This design comes from an exercise in tuning for small area on the open sky130 flow, not from production work. Only simulation tests tie the RTL to the original design; equivalence was not proved. Power is estimated from default activity; no workload was simulated.

==> v16: inputs <==
Design top, start of the top module:
module top
(
    input  wire        i_wb_clk,
    input  wire        i_wb_rst,
    input  wire        i_wb_cyc,
    input  wire        i_wb_stb,
    input  wire        i_wb_we,
    input  wire [15:0] i_wb_adr,
    input  wire [15:0] i_wb_data,
    input  wire [63:0] i_DC,
    input  wire        i_extclk,
    input  wire [3:0]  i_DC_valid,
    output reg  [15:0] o_wb_data,
    output reg         o_wb_ack,
    output wire [3:0]  o_pwm
);
==> module top, before the edit <==
module top
(
    input  wire        i_wb_clk,
    input  wire        i_wb_rst,
    input  wire        i_wb_cyc,
    input  wire        i_wb_stb,
    input  wire        i_wb_we,
    input  wire [15:0] i_wb_adr,
    input  wire [15:0] i_wb_data,
    input  wire [63:0] i_DC,
    input  wire        i_extclk,
    input  wire [3:0]  i_DC_valid,
    output reg  [15:0] o_wb_data,
    output reg         o_wb_ack,
    output wire [3:0]  o_pwm
);
    function lt16;
        input [15:0] a, b;
        integer i;
        reg r;
        begin
            r = 1'b0;
            for (i = 0; i < 16; i = i + 1)
                r = (~a[i] & b[i]) | (~a[i] & r) | (b[i] & r);
            lt16 = r;
        end
    endfunction
    function [16:0] inc16;
        input [15:0] a;
        integer i;
        reg cy;
        begin
            cy = 1'b1;
            for (i = 0; i < 16; i = i + 1) begin
                inc16[i] = a[i] ^ cy;
                cy = cy & a[i];
            end
            inc16[16] = cy;
        end
    endfunction
    reg [2:0] ext_sync;
    always @(posedge i_wb_clk or posedge i_wb_rst)
        if (i_wb_rst) ext_sync <= 3'b0;
        else          ext_sync <= {ext_sync[1:0], i_extclk};
    wire ext_rise = ext_sync[1] & ~ext_sync[2];
    reg live;
    always @(posedge i_wb_clk or posedge i_wb_rst)
        if (i_wb_rst) live <= 1'b0;
        else          live <= 1'b1;
    wire access = i_wb_cyc & i_wb_stb & ~|i_wb_adr[15:4];
    wire wr     = access & i_wb_we;
    wire [15:0] regs [0:15];
    wire [3:0]  irq;
    genvar c;
    generate
        for (c = 0; c < 4; c = c + 1) begin: ch
            reg [15:0] ctrl, period, divisor, dc;
            always @(posedge i_wb_clk or posedge i_wb_rst)
                if (i_wb_rst)                          ctrl <= 16'b0;
                else if (wr && i_wb_adr[3:0] == 4*c)   ctrl <= i_wb_data;
                else if (irq[c])                       ctrl[5] <= 1'b1;
            always @(posedge i_wb_clk or posedge i_wb_rst)
                if (i_wb_rst)                          period <= 16'b0;
                else if (wr && i_wb_adr[3:0] == 4*c+1) period <= i_wb_data;
            always @(posedge i_wb_clk or posedge i_wb_rst)
                if (i_wb_rst)                          divisor <= 16'b0;
                else if (wr && i_wb_adr[3:0] == 4*c+2) divisor <= i_wb_data;
            always @(posedge i_wb_clk or posedge i_wb_rst)
                if (i_wb_rst)                          dc <= 16'b0;
                else if (wr && i_wb_adr[3:0] == 4*c+3) dc <= i_wb_data;
            assign regs[4*c]   = ctrl;
            assign regs[4*c+1] = period;
            assign regs[4*c+2] = divisor;
            assign regs[4*c+3] = dc;
            wire tick = ~ctrl[0] | ext_rise;
            reg [15:0] dsync;
            reg [14:0] count;
            reg        slow;
            always @(posedge i_wb_clk)
                if (tick) dsync <= divisor;
            wire        den    = live & |dsync[15:1];
            wire        cinc   = ~dsync[0] | slow;
            wire [16:0] cnt1x  = inc16({1'b0, count});
            wire [14:0] cnt1   = cnt1x[14:0];
            wire        toggle = den & ((cinc ? cnt1 : count) == dsync[15:1]);
            wire        st     = tick & (~den | (toggle & ~slow));
            always @(posedge i_wb_clk)
                if (~live) begin
                    count <= 15'b0;
                    slow  <= 1'b0;
                end else if (tick & den) begin
                    if (toggle) begin
                        count <= 15'b0;
                        slow  <= ~slow;
                    end else
                        count <= cnt1;
                end
            reg [15:0] pmc;
            reg sw_s, irq_s, en_s, mode_s, tm_s;
            reg [15:0] counter;
            reg mode_prev, counts;
            always @(posedge i_wb_clk)
                if (st) begin
                    pmc <= period; sw_s <= ctrl[7]; irq_s <= ctrl[5]; tm_s <= ctrl[3];
                    en_s <= ctrl[2]; mode_s <= ctrl[1];
                end
            wire [16:0] incx = inc16(counter);
            wire [15:0] inc  = incx[15:0];
            wire        lt   = lt16(counter, pmc - {15'b0, mode_s});
            wire        stop = ~tm_s & counts;
            always @(posedge i_wb_clk)
                if (~live) begin
                    counter <= 16'b0; mode_prev <= 1'b0; counts <= 1'b0;
                end else if (st) begin
                    if (sw_s) begin
                        counter <= 16'b0; mode_prev <= 1'b0; counts <= 1'b0;
                    end else begin
                        mode_prev <= mode_s;
                        if (en_s & ~mode_s & ~stop & ~lt) counts <= 1'b1;
                        else if (~irq_s)                  counts <= 1'b0;
                        if (en_s) begin
                            if (lt & (mode_s | ~stop)) counter <= inc;
                            else                       counter <= 16'b0;
                        end else if (~mode_s & mode_prev)
                            counter <= 16'b0;
                    end
                end
            reg [15:0] psync, dcs;
            reg pm_s, pe_s, dsel_s;
            reg pwm_calc, timer, irq_flag;
            always @(posedge i_wb_clk or posedge i_wb_rst)
                if (i_wb_rst)  pe_s <= 1'b0;
                else if (tick) pe_s <= ctrl[2];
            always @(posedge i_wb_clk)
                if (tick) begin
                    psync <= period; dcs <= dc; pm_s <= ctrl[1]; dsel_s <= ctrl[6];
                end
            wire [15:0] dcx  = dsel_s ? (i_DC_valid[c] ? i_DC[16*c +: 16] : 16'b0) : dcs;
            wire        gt   = lt16(psync, dcx);
            wire        ltb  = lt16(counter, (pm_s & ~gt) ? dcx : psync);
            always @(posedge i_wb_clk or posedge i_wb_rst)
                if (i_wb_rst) begin
                    pwm_calc <= 1'b0; timer <= 1'b0; irq_flag <= 1'b0;
                end else if (tick) begin
                    if (pm_s & pe_s) pwm_calc <= ltb;
                    timer <= ~pm_s & pe_s & ~ltb;
                    if (~pm_s & pe_s & ~ltb) irq_flag <= 1'b1;
                end
            assign irq[c] = irq_flag;
            assign o_pwm[c] = ~ctrl[7] & (ctrl[1] ? (gt | pwm_calc) : timer);
        end
    endgenerate
    always @(posedge i_wb_clk or posedge i_wb_rst)
        if (i_wb_rst) begin
            o_wb_ack  <= 1'b0;
            o_wb_data <= 16'b0;
        end else begin
            o_wb_ack <= access;
            if (access & ~i_wb_we) o_wb_data <= regs[i_wb_adr[3:0]];
        end
endmodule
==> flow/config.mk <==
export PLATFORM = sky130hd
export DESIGN_NAME = top
export DESIGN_NICKNAME = top
export VERILOG_FILES = /design/flow/design.v
export SDC_FILE = /design/flow/constraint.sdc
export NUM_CORES = 4
export LEC_CHECK = 0
export CAP_MARGIN = 20
export CORE_MARGIN = 2
export CORE_UTILIZATION = 80
export PLACE_DENSITY = 0.88
export SLEW_MARGIN = 20
==> flow/constraint.sdc <==
create_clock -name core_clock -period 10.0 [get_ports {i_wb_clk}]
set_input_delay 2.0000 -clock core_clock [delete_from_list [all_inputs] [get_ports {i_wb_clk}]]
set_output_delay 2.0000 -clock core_clock [all_outputs]
set_load 0.01 [all_outputs]
standard.sh (not shown) runs the stock make flow with config.mk's settings and CLKGATE_MAP_FILE= SYNTH_SCRIPT=/design/flow/synth_recipe.tcl, a recipe that flattens the netlist after the stock synthesis.
==> flow/flow/run.sh <==
#!/bin/bash
# The standard ORFS layout with these changes:
#  - synthesis: the standard flow's synthesis script unchanged up to technology mapping;
#    ABC maps the logic with an area-oriented script (flow/abc_area.script)
#    instead of ORFS's delay-oriented one. Registers are mapped before ABC,
#    exactly as in the standard synthesis.
#  - port buffers use the smallest buffer cell;
#  - the clock tree uses small clock buffers and no dummy loads.
set -euo pipefail
WORK=$PWD
export MY_ABC_SCRIPT=$WORK/flow/abc_area.script

# synthesis core: ORFS's synth.tcl with only the ABC call's script replaced
# (and its delay target dropped, as the area script ignores it)
python3 - "$FLOW_HOME/scripts/synth.tcl" "$WORK/synth_core.tcl" <<'PY'
import sys
s = open(sys.argv[1]).read()
old = "  log_cmd abc {*}$abc_args\n"
assert s.count(old) == 1
new = """  set abc_args [lreplace $abc_args 1 1 $::env(MY_ABC_SCRIPT)]
  set i [lsearch -exact $abc_args -D]
  if { $i >= 0 } { set abc_args [lreplace $abc_args $i [expr {$i + 1}]] }
  log_cmd abc {*}$abc_args
"""
open(sys.argv[2], "w").write(s.replace(old, new))
PY
# The standard flow's synthesis wrapper, sourcing the core above instead of ORFS's synth.tcl
python3 - "$WORK/synth_recipe.tcl" "$WORK/my_synth.tcl" "$WORK/synth_core.tcl" <<'PY'
import sys
s = open(sys.argv[1]).read()
old = "source $::env(SCRIPTS_DIR)/synth.tcl"
assert s.count(old) == 1
open(sys.argv[2], "w").write(s.replace(old, "source " + sys.argv[3]))
PY

export BUFFER_PORTS_ARGS="-buffer_cell sky130_fd_sc_hd__buf_1"
export CTS_ARGS="-sink_clustering_enable -repair_clock_nets -sink_clustering_size 18 -sink_clustering_max_diameter 45 -buf_list {sky130_fd_sc_hd__clkbuf_8} -dont_use_dummy_load"
bash standard.sh SYNTH_SCRIPT=$WORK/my_synth.tcl finish > standard_flow.log 2>&1
==> flow/flow/abc_area.script <==
strash
&get -n
&st
&dc2
&syn2
&dch -f
&nf -R 2000 -C 32 -E 30
&put
topo
==> inputs of v27, as changes to v16 <==
--- a/flow/flow/run.sh
+++ b/flow/flow/run.sh
@@ -34,5 +34,5 @@
 PY
 
 export BUFFER_PORTS_ARGS="-buffer_cell sky130_fd_sc_hd__buf_1"
-export CTS_ARGS="-sink_clustering_enable -repair_clock_nets -sink_clustering_size 18 -sink_clustering_max_diameter 45 -buf_list {sky130_fd_sc_hd__clkbuf_8} -dont_use_dummy_load"
+export CTS_ARGS="-sink_clustering_enable -repair_clock_nets -sink_clustering_size 32 -sink_clustering_max_diameter 80 -buf_list {sky130_fd_sc_hd__clkbuf_16} -dont_use_dummy_load"
 bash standard.sh SYNTH_SCRIPT=$WORK/my_synth.tcl finish > standard_flow.log 2>&1
==> flow/flow/abc_area.script (replaced) <==
strash
&get -n
&st
&dc2
&syn2
&dch -f
&nf -R 1000
&put
strash
&get -n
&st
&dch -f
&nf -R 1000
&put
topo
- CORE_UTILIZATION: 80 -> 65
- PLACE_DENSITY: 0.88 -> 0.75
==> inputs of v36, as changes to v16 <==
--- a/flow/design.v
+++ b/flow/design.v
@@ -48,36 +48,38 @@
         if (i_wb_rst) live <= 1'b0;
         else          live <= 1'b1;
     wire access = i_wb_cyc & i_wb_stb & ~|i_wb_adr[15:4];
-    wire wr     = access & i_wb_we;
+    wire wr     = access & i_wb_we & ~i_wb_rst;
+    wire rd     = access & ~i_wb_we;
     wire [15:0] regs [0:15];
     wire [3:0]  irq;
     genvar c;
     generate
         for (c = 0; c < 4; c = c + 1) begin: ch
             reg [15:0] ctrl, period, divisor, dc;
-            always @(posedge i_wb_clk or posedge i_wb_rst)
-                if (i_wb_rst)                          ctrl <= 16'b0;
-                else if (wr && i_wb_adr[3:0] == 4*c)   ctrl <= i_wb_data;
-                else if (irq[c])                       ctrl[5] <= 1'b1;
-            always @(posedge i_wb_clk or posedge i_wb_rst)
-                if (i_wb_rst)                          period <= 16'b0;
-                else if (wr && i_wb_adr[3:0] == 4*c+1) period <= i_wb_data;
-            always @(posedge i_wb_clk or posedge i_wb_rst)
-                if (i_wb_rst)                          divisor <= 16'b0;
-                else if (wr && i_wb_adr[3:0] == 4*c+2) divisor <= i_wb_data;
-            always @(posedge i_wb_clk or posedge i_wb_rst)
-                if (i_wb_rst)                          dc <= 16'b0;
-                else if (wr && i_wb_adr[3:0] == 4*c+3) dc <= i_wb_data;
+            wire [3:0] wsel, wkeep;
+            genvar k;
+            for (k = 0; k < 4; k = k + 1) begin: w
+                assign wsel[k]  = wr & (i_wb_adr[3:0] == 4*c+k);
+                assign wkeep[k] = live & ~wsel[k];
+            end
+            wire [15:0] ctrl_keep = ctrl | {10'b0, irq[c], 5'b0};
+            always @(posedge i_wb_clk) begin
+                ctrl    <= ({16{wsel[0]}} & i_wb_data) | ({16{wkeep[0]}} & ctrl_keep);
+                period  <= ({16{wsel[1]}} & i_wb_data) | ({16{wkeep[1]}} & period);
+                divisor <= ({16{wsel[2]}} & i_wb_data) | ({16{wkeep[2]}} & divisor);
+                dc      <= ({16{wsel[3]}} & i_wb_data) | ({16{wkeep[3]}} & dc);
+            end
             assign regs[4*c]   = ctrl;
             assign regs[4*c+1] = period;
             assign regs[4*c+2] = divisor;
             assign regs[4*c+3] = dc;
-            wire tick = ~ctrl[0] | ext_rise;
+            wire tick  = ~(ctrl[0] & live) | ext_rise;
+            wire tload = tick & live;
             reg [15:0] dsync;
             reg [14:0] count;
             reg        slow;
             always @(posedge i_wb_clk)
-                if (tick) dsync <= divisor;
+                dsync <= ({16{tload}} & divisor) | ({16{~tick}} & dsync);
             wire        den    = live & |dsync[15:1];
             wire        cinc   = ~dsync[0] | slow;
             wire [16:0] cnt1x  = inc16({1'b0, count});
@@ -99,11 +101,15 @@
             reg sw_s, irq_s, en_s, mode_s, tm_s;
             reg [15:0] counter;
             reg mode_prev, counts;
-            always @(posedge i_wb_clk)
-                if (st) begin
-                    pmc <= period; sw_s <= ctrl[7]; irq_s <= ctrl[5]; tm_s <= ctrl[3];
-                    en_s <= ctrl[2]; mode_s <= ctrl[1];
-                end
+            wire sload = st & live;
+            always @(posedge i_wb_clk) begin
+                pmc    <= ({16{sload}} & period) | ({16{~st}} & pmc);
+                sw_s   <= (sload & ctrl[7]) | (~st & sw_s);
+                irq_s  <= (sload & ctrl[5]) | (~st & irq_s);
+                tm_s   <= (sload & ctrl[3]) | (~st & tm_s);
+                en_s   <= (sload & ctrl[2]) | (~st & en_s);
+                mode_s <= (sload & ctrl[1]) | (~st & mode_s);
+            end
             wire [16:0] incx = inc16(counter);
             wire [15:0] inc  = incx[15:0];
             wire        lt   = lt16(counter, pmc - {15'b0, mode_s});
@@ -129,12 +135,14 @@
             reg pm_s, pe_s, dsel_s;
             reg pwm_calc, timer, irq_flag;
             always @(posedge i_wb_clk or posedge i_wb_rst)
-                if (i_wb_rst)  pe_s <= 1'b0;
-                else if (tick) pe_s <= ctrl[2];
-            always @(posedge i_wb_clk)
-                if (tick) begin
-                    psync <= period; dcs <= dc; pm_s <= ctrl[1]; dsel_s <= ctrl[6];
-                end
+                if (i_wb_rst) pe_s <= 1'b0;
+                else          pe_s <= (tload & ctrl[2]) | (~tick & pe_s);
+            always @(posedge i_wb_clk) begin
+                psync  <= ({16{tload}} & period) | ({16{~tick}} & psync);
+                dcs    <= ({16{tload}} & dc)     | ({16{~tick}} & dcs);
+                pm_s   <= (tload & ctrl[1]) | (~tick & pm_s);
+                dsel_s <= (tload & ctrl[6]) | (~tick & dsel_s);
+            end
             wire [15:0] dcx  = dsel_s ? (i_DC_valid[c] ? i_DC[16*c +: 16] : 16'b0) : dcs;
             wire        gt   = lt16(psync, dcx);
             wire        ltb  = lt16(counter, (pm_s & ~gt) ? dcx : psync);
@@ -147,7 +155,7 @@
                     if (~pm_s & pe_s & ~ltb) irq_flag <= 1'b1;
                 end
             assign irq[c] = irq_flag;
-            assign o_pwm[c] = ~ctrl[7] & (ctrl[1] ? (gt | pwm_calc) : timer);
+            assign o_pwm[c] = live & ~ctrl[7] & (ctrl[1] ? (gt | pwm_calc) : timer);
         end
     endgenerate
     always @(posedge i_wb_clk or posedge i_wb_rst)
@@ -156,6 +164,6 @@
             o_wb_data <= 16'b0;
         end else begin
             o_wb_ack <= access;
-            if (access & ~i_wb_we) o_wb_data <= regs[i_wb_adr[3:0]];
+            o_wb_data <= ({16{rd & live}} & regs[i_wb_adr[3:0]]) | ({16{~rd}} & o_wb_data);
         end
 endmodule
--- a/flow/flow/run.sh
+++ b/flow/flow/run.sh
@@ -34,5 +34,5 @@
 PY
 
 export BUFFER_PORTS_ARGS="-buffer_cell sky130_fd_sc_hd__buf_1"
-export CTS_ARGS="-sink_clustering_enable -repair_clock_nets -sink_clustering_size 18 -sink_clustering_max_diameter 45 -buf_list {sky130_fd_sc_hd__clkbuf_8} -dont_use_dummy_load"
+export CTS_ARGS="-sink_clustering_enable -repair_clock_nets -sink_clustering_size 18 -sink_clustering_max_diameter 65 -buf_list {sky130_fd_sc_hd__clkbuf_8} -dont_use_dummy_load"
 bash standard.sh SYNTH_SCRIPT=$WORK/my_synth.tcl finish > standard_flow.log 2>&1
==> flow/flow/abc_area.script (replaced) <==
strash
&get -n
&st
&dch -x
&nf -R 2000 -C 32 -E 30
&put
strash
&get -n
&st
&dch -x
&nf -R 2000 -C 32 -E 30
&put
strash
&get -n
&st
&dch -x
&nf -R 2000 -C 32 -E 30
&put
strash
&get -n
&st
&dch -x
&nf -R 2000 -C 32 -E 30
&put
strash
&get -n
&st
&dch -x
&nf -R 2000 -C 32 -E 30
&put
strash
&get -n
&st
&dch -x
&nf -R 2000 -C 32 -E 30
&put
strash
&get -n
&st
&dch -x
&nf -R 2000 -C 32 -E 30
&put
strash
&get -n
&st
&dch -x
&nf -R 2000 -C 32 -E 30
&put
strash
&get -n
&st
&dch -x
&nf -R 2000 -C 32 -E 30
&put
strash
&get -n
&st
&dch -x
&nf -R 2000 -C 32 -E 30
&put
strash
&get -n
&st
&dch -x
&nf -R 2000 -C 32 -E 30
&put
strash
&get -n
&st
&dch -x
&nf -R 2000 -C 32 -E 30
&put
strash
&get -n
&st
&dch -x
&nf -R 2000 -C 32 -E 30
&put
strash
&get -n
&st
&dch -x
&nf -R 2000 -C 32 -E 30
&put
strash
&get -n
&st
&dch -x
&nf -R 2000 -C 32 -E 30
&put
topo
- CAP_MARGIN: 20 -> 0
- CORE_UTILIZATION: 80 -> 55
- PLACE_DENSITY: 0.88 -> 0.65
- SLEW_MARGIN: 20 -> 0
==> inputs of v15, as changes to v16 <==
--- a/flow/design.v
+++ b/flow/design.v
@@ -48,36 +48,38 @@
         if (i_wb_rst) live <= 1'b0;
         else          live <= 1'b1;
     wire access = i_wb_cyc & i_wb_stb & ~|i_wb_adr[15:4];
-    wire wr     = access & i_wb_we;
+    wire wr     = access & i_wb_we & ~i_wb_rst;
+    wire rd     = access & ~i_wb_we;
     wire [15:0] regs [0:15];
     wire [3:0]  irq;
     genvar c;
     generate
         for (c = 0; c < 4; c = c + 1) begin: ch
             reg [15:0] ctrl, period, divisor, dc;
-            always @(posedge i_wb_clk or posedge i_wb_rst)
-                if (i_wb_rst)                          ctrl <= 16'b0;
-                else if (wr && i_wb_adr[3:0] == 4*c)   ctrl <= i_wb_data;
-                else if (irq[c])                       ctrl[5] <= 1'b1;
-            always @(posedge i_wb_clk or posedge i_wb_rst)
-                if (i_wb_rst)                          period <= 16'b0;
-                else if (wr && i_wb_adr[3:0] == 4*c+1) period <= i_wb_data;
-            always @(posedge i_wb_clk or posedge i_wb_rst)
-                if (i_wb_rst)                          divisor <= 16'b0;
-                else if (wr && i_wb_adr[3:0] == 4*c+2) divisor <= i_wb_data;
-            always @(posedge i_wb_clk or posedge i_wb_rst)
-                if (i_wb_rst)                          dc <= 16'b0;
-                else if (wr && i_wb_adr[3:0] == 4*c+3) dc <= i_wb_data;
+            wire [3:0] wsel, wkeep;
+            genvar k;
+            for (k = 0; k < 4; k = k + 1) begin: w
+                assign wsel[k]  = wr & (i_wb_adr[3:0] == 4*c+k);
+                assign wkeep[k] = live & ~wsel[k];
+            end
+            wire [15:0] ctrl_keep = ctrl | {10'b0, irq[c], 5'b0};
+            always @(posedge i_wb_clk) begin
+                ctrl    <= ({16{wsel[0]}} & i_wb_data) | ({16{wkeep[0]}} & ctrl_keep);
+                period  <= ({16{wsel[1]}} & i_wb_data) | ({16{wkeep[1]}} & period);
+                divisor <= ({16{wsel[2]}} & i_wb_data) | ({16{wkeep[2]}} & divisor);
+                dc      <= ({16{wsel[3]}} & i_wb_data) | ({16{wkeep[3]}} & dc);
+            end
             assign regs[4*c]   = ctrl;
             assign regs[4*c+1] = period;
             assign regs[4*c+2] = divisor;
             assign regs[4*c+3] = dc;
-            wire tick = ~ctrl[0] | ext_rise;
+            wire tick  = ~(ctrl[0] & live) | ext_rise;
+            wire tload = tick & live;
             reg [15:0] dsync;
             reg [14:0] count;
             reg        slow;
             always @(posedge i_wb_clk)
-                if (tick) dsync <= divisor;
+                dsync <= ({16{tload}} & divisor) | ({16{~tick}} & dsync);
             wire        den    = live & |dsync[15:1];
             wire        cinc   = ~dsync[0] | slow;
             wire [16:0] cnt1x  = inc16({1'b0, count});
@@ -99,11 +101,15 @@
             reg sw_s, irq_s, en_s, mode_s, tm_s;
             reg [15:0] counter;
             reg mode_prev, counts;
-            always @(posedge i_wb_clk)
-                if (st) begin
-                    pmc <= period; sw_s <= ctrl[7]; irq_s <= ctrl[5]; tm_s <= ctrl[3];
-                    en_s <= ctrl[2]; mode_s <= ctrl[1];
-                end
+            wire sload = st & live;
+            always @(posedge i_wb_clk) begin
+                pmc    <= ({16{sload}} & period) | ({16{~st}} & pmc);
+                sw_s   <= (sload & ctrl[7]) | (~st & sw_s);
+                irq_s  <= (sload & ctrl[5]) | (~st & irq_s);
+                tm_s   <= (sload & ctrl[3]) | (~st & tm_s);
+                en_s   <= (sload & ctrl[2]) | (~st & en_s);
+                mode_s <= (sload & ctrl[1]) | (~st & mode_s);
+            end
             wire [16:0] incx = inc16(counter);
             wire [15:0] inc  = incx[15:0];
             wire        lt   = lt16(counter, pmc - {15'b0, mode_s});
@@ -129,12 +135,14 @@
             reg pm_s, pe_s, dsel_s;
             reg pwm_calc, timer, irq_flag;
             always @(posedge i_wb_clk or posedge i_wb_rst)
-                if (i_wb_rst)  pe_s <= 1'b0;
-                else if (tick) pe_s <= ctrl[2];
-            always @(posedge i_wb_clk)
-                if (tick) begin
-                    psync <= period; dcs <= dc; pm_s <= ctrl[1]; dsel_s <= ctrl[6];
-                end
+                if (i_wb_rst) pe_s <= 1'b0;
+                else          pe_s <= (tload & ctrl[2]) | (~tick & pe_s);
+            always @(posedge i_wb_clk) begin
+                psync  <= ({16{tload}} & period) | ({16{~tick}} & psync);
+                dcs    <= ({16{tload}} & dc)     | ({16{~tick}} & dcs);
+                pm_s   <= (tload & ctrl[1]) | (~tick & pm_s);
+                dsel_s <= (tload & ctrl[6]) | (~tick & dsel_s);
+            end
             wire [15:0] dcx  = dsel_s ? (i_DC_valid[c] ? i_DC[16*c +: 16] : 16'b0) : dcs;
             wire        gt   = lt16(psync, dcx);
             wire        ltb  = lt16(counter, (pm_s & ~gt) ? dcx : psync);
@@ -147,7 +155,7 @@
                     if (~pm_s & pe_s & ~ltb) irq_flag <= 1'b1;
                 end
             assign irq[c] = irq_flag;
-            assign o_pwm[c] = ~ctrl[7] & (ctrl[1] ? (gt | pwm_calc) : timer);
+            assign o_pwm[c] = live & ~ctrl[7] & (ctrl[1] ? (gt | pwm_calc) : timer);
         end
     endgenerate
     always @(posedge i_wb_clk or posedge i_wb_rst)
@@ -156,6 +164,6 @@
             o_wb_data <= 16'b0;
         end else begin
             o_wb_ack <= access;
-            if (access & ~i_wb_we) o_wb_data <= regs[i_wb_adr[3:0]];
+            o_wb_data <= ({16{rd & live}} & regs[i_wb_adr[3:0]]) | ({16{~rd}} & o_wb_data);
         end
 endmodule
--- a/flow/flow/run.sh
+++ b/flow/flow/run.sh
@@ -34,5 +34,5 @@
 PY
 
 export BUFFER_PORTS_ARGS="-buffer_cell sky130_fd_sc_hd__buf_1"
-export CTS_ARGS="-sink_clustering_enable -repair_clock_nets -sink_clustering_size 18 -sink_clustering_max_diameter 45 -buf_list {sky130_fd_sc_hd__clkbuf_8} -dont_use_dummy_load"
+export CTS_ARGS="-sink_clustering_enable -repair_clock_nets -sink_clustering_size 16 -sink_clustering_max_diameter 55 -buf_list {sky130_fd_sc_hd__clkbuf_8} -dont_use_dummy_load"
 bash standard.sh SYNTH_SCRIPT=$WORK/my_synth.tcl finish > standard_flow.log 2>&1
- CAP_MARGIN: 20 -> 0
- CORE_UTILIZATION: 80 -> 65
- GPL_TIMING_DRIVEN: default -> 0
- PLACE_DENSITY: 0.88 -> 0.75
- SLEW_MARGIN: 20 -> 0
==> results.tsv <==
stage	metric	value	unit
synth	number of synthesized flops with an enable pin	284	
run_status	status	finished clean	
timing	Relative slew margins	14.6	%
place	Placement Cell Area	33800	µm²
cells_and_area	Finished Layout Cells	3425	
power	Flop pwr share	64.4	%
cells_and_area	# diodes	2	
routing	WL final	92200	µm
synth	Mapped Area	32100	µm²
place	pre-CTS WS	1.10	ns
cells_and_area	multi-input logic area	13500	µm²
timing	Fin Hold WS	0.365	ns
synth	top post-synthesis cells by count	293 x dfrtp_1, 284 x edfxtp_1, 258 x mux2_1, 213 x a21oi_1, 158 x nor2_1	
synth	Synth top area share	26.5	%
routing	via count	23591	
synth	top-count cell post-synth	dfrtp_1	
worst_setup_path	Critical Path AT	8.75	ns
# the run above: v27

==> results.tsv <==
stage	metric	value	unit
run_status	status	finished clean	
cells_and_area	# diodes	1	
place	pre-CTS WS	2.23	ns
synth	Adder-Cell Fraction of Synth Area	5.18	%
timing	Fin Hold WS	0.360	ns
cells_and_area	Finished Layout Cells	3746	
routing	met1 WL	41600	µm
synth	Synth top area share	45.8	%
routing	via count	26165	
synth	number of synthesized flops with an enable pin	0	
synth	Mapped Area	29600	µm²
synth	top-count cell post-synth	dfxtp_1	
worst_setup_path	Critical Path AT	5.45	ns
power	Flop pwr share	65.1	%
place	Placement Cell Area	31500	µm²
routing	met2 wire len	42700	µm
routing	WL final	97700	µm
# the run above: v36

==> results.tsv <==
stage	metric	value	unit
synth	Mapped Area	30600	µm²
run_status	Violated Checks	max-capacitance violations, max-slew violations	
place	pre-CTS WS	-0.321	ns
timing	Fin Hold WS	0.360	ns
cells_and_area	Finished Layout Cells	4339	
run_status	status	complete, but fails checks	
synth	Synth top area share	44.2	%
worst_setup_path	Critical Path AT	10.05	ns
cells_and_area	# diodes	3	
synth	number of synthesized flops with an enable pin	0	
timing	Relative slew margins	-9.67	%
place	Placement Cell Area	32400	µm²
timing	max-slew violations	71	
run	Max Cap Violations	6	
cells_and_area	multi-input logic area	16100	µm²
synth	top post-synthesis cells by count	676 x dfxtp_1, 597 x nor2_1, 571 x a21oi_1, 426 x nand2_1, 193 x a22oi_1	
power	Flop pwr share	64.2	%
# the run above: v15

==> results.tsv <==
stage	metric	value	unit
routing	WL final	97900	µm
timing	Fin Hold WS	0.382	ns
synth	top post-synthesis cells by count	293 x dfrtp_1, 284 x edfxtp_1, 256 x mux2_1, 225 x nor2_1, 213 x a22oi_1	
synth	number of synthesized flops with an enable pin	284	
place	Placement Cell Area	33400	µm²
place	pre-CTS WS	0.673	ns
cells_and_area	multi-input logic area	13300	µm²
synth	Mapped Area	32000	µm²
routing	via count	25208	
cells_and_area	# diodes	9	
power	Flop pwr share	65.5	%
synth	top-count cell post-synth	dfrtp_1	
cells_and_area	Finished Layout Cells	3286	
run_status	status	finished clean	
global_routing	total grt overflow	0	
# the run above: v16

## what the ideal ports hide
The results above use ideal ports. As a check the final layouts listed here were re-extracted and re-timed, cells and wires unchanged.
Step 1: set_driving_cell puts a clkbuf_16 on i_wb_clk and a buf_2 on each other input, an assumption about the parent block.
Step 2 adds t to the input delays and takes it off the output delays; t is the mean of the earliest and latest rising clock arrival at the registers after step 1. Input paths then give back, and output paths get back, about the clock's delay inside the block.
a / b / c = ideal / step 1 / step 2; a / b = the first two.
run	shift t [ns]	slack for setup (ns)	worst setup path at the end	worst slew at a driven data input, ns	cell pins on the clock port's net
v16	0.752	1.262 / 1.291 / 0.539	input to register	0.09	1
v27	0.640	1.704 / 1.738 / 1.098	input to register	0.09	1
v36	0.730	2.549 / 2.526 / 2.142	input to register	0.08	1
v15	0.756	0.546 / 0.577 / -0.179	input to register	0.08	1
For v15, which loses most, drivers alone change the setup slack by +0.031 ns; drivers and shift together by -0.725 ns.
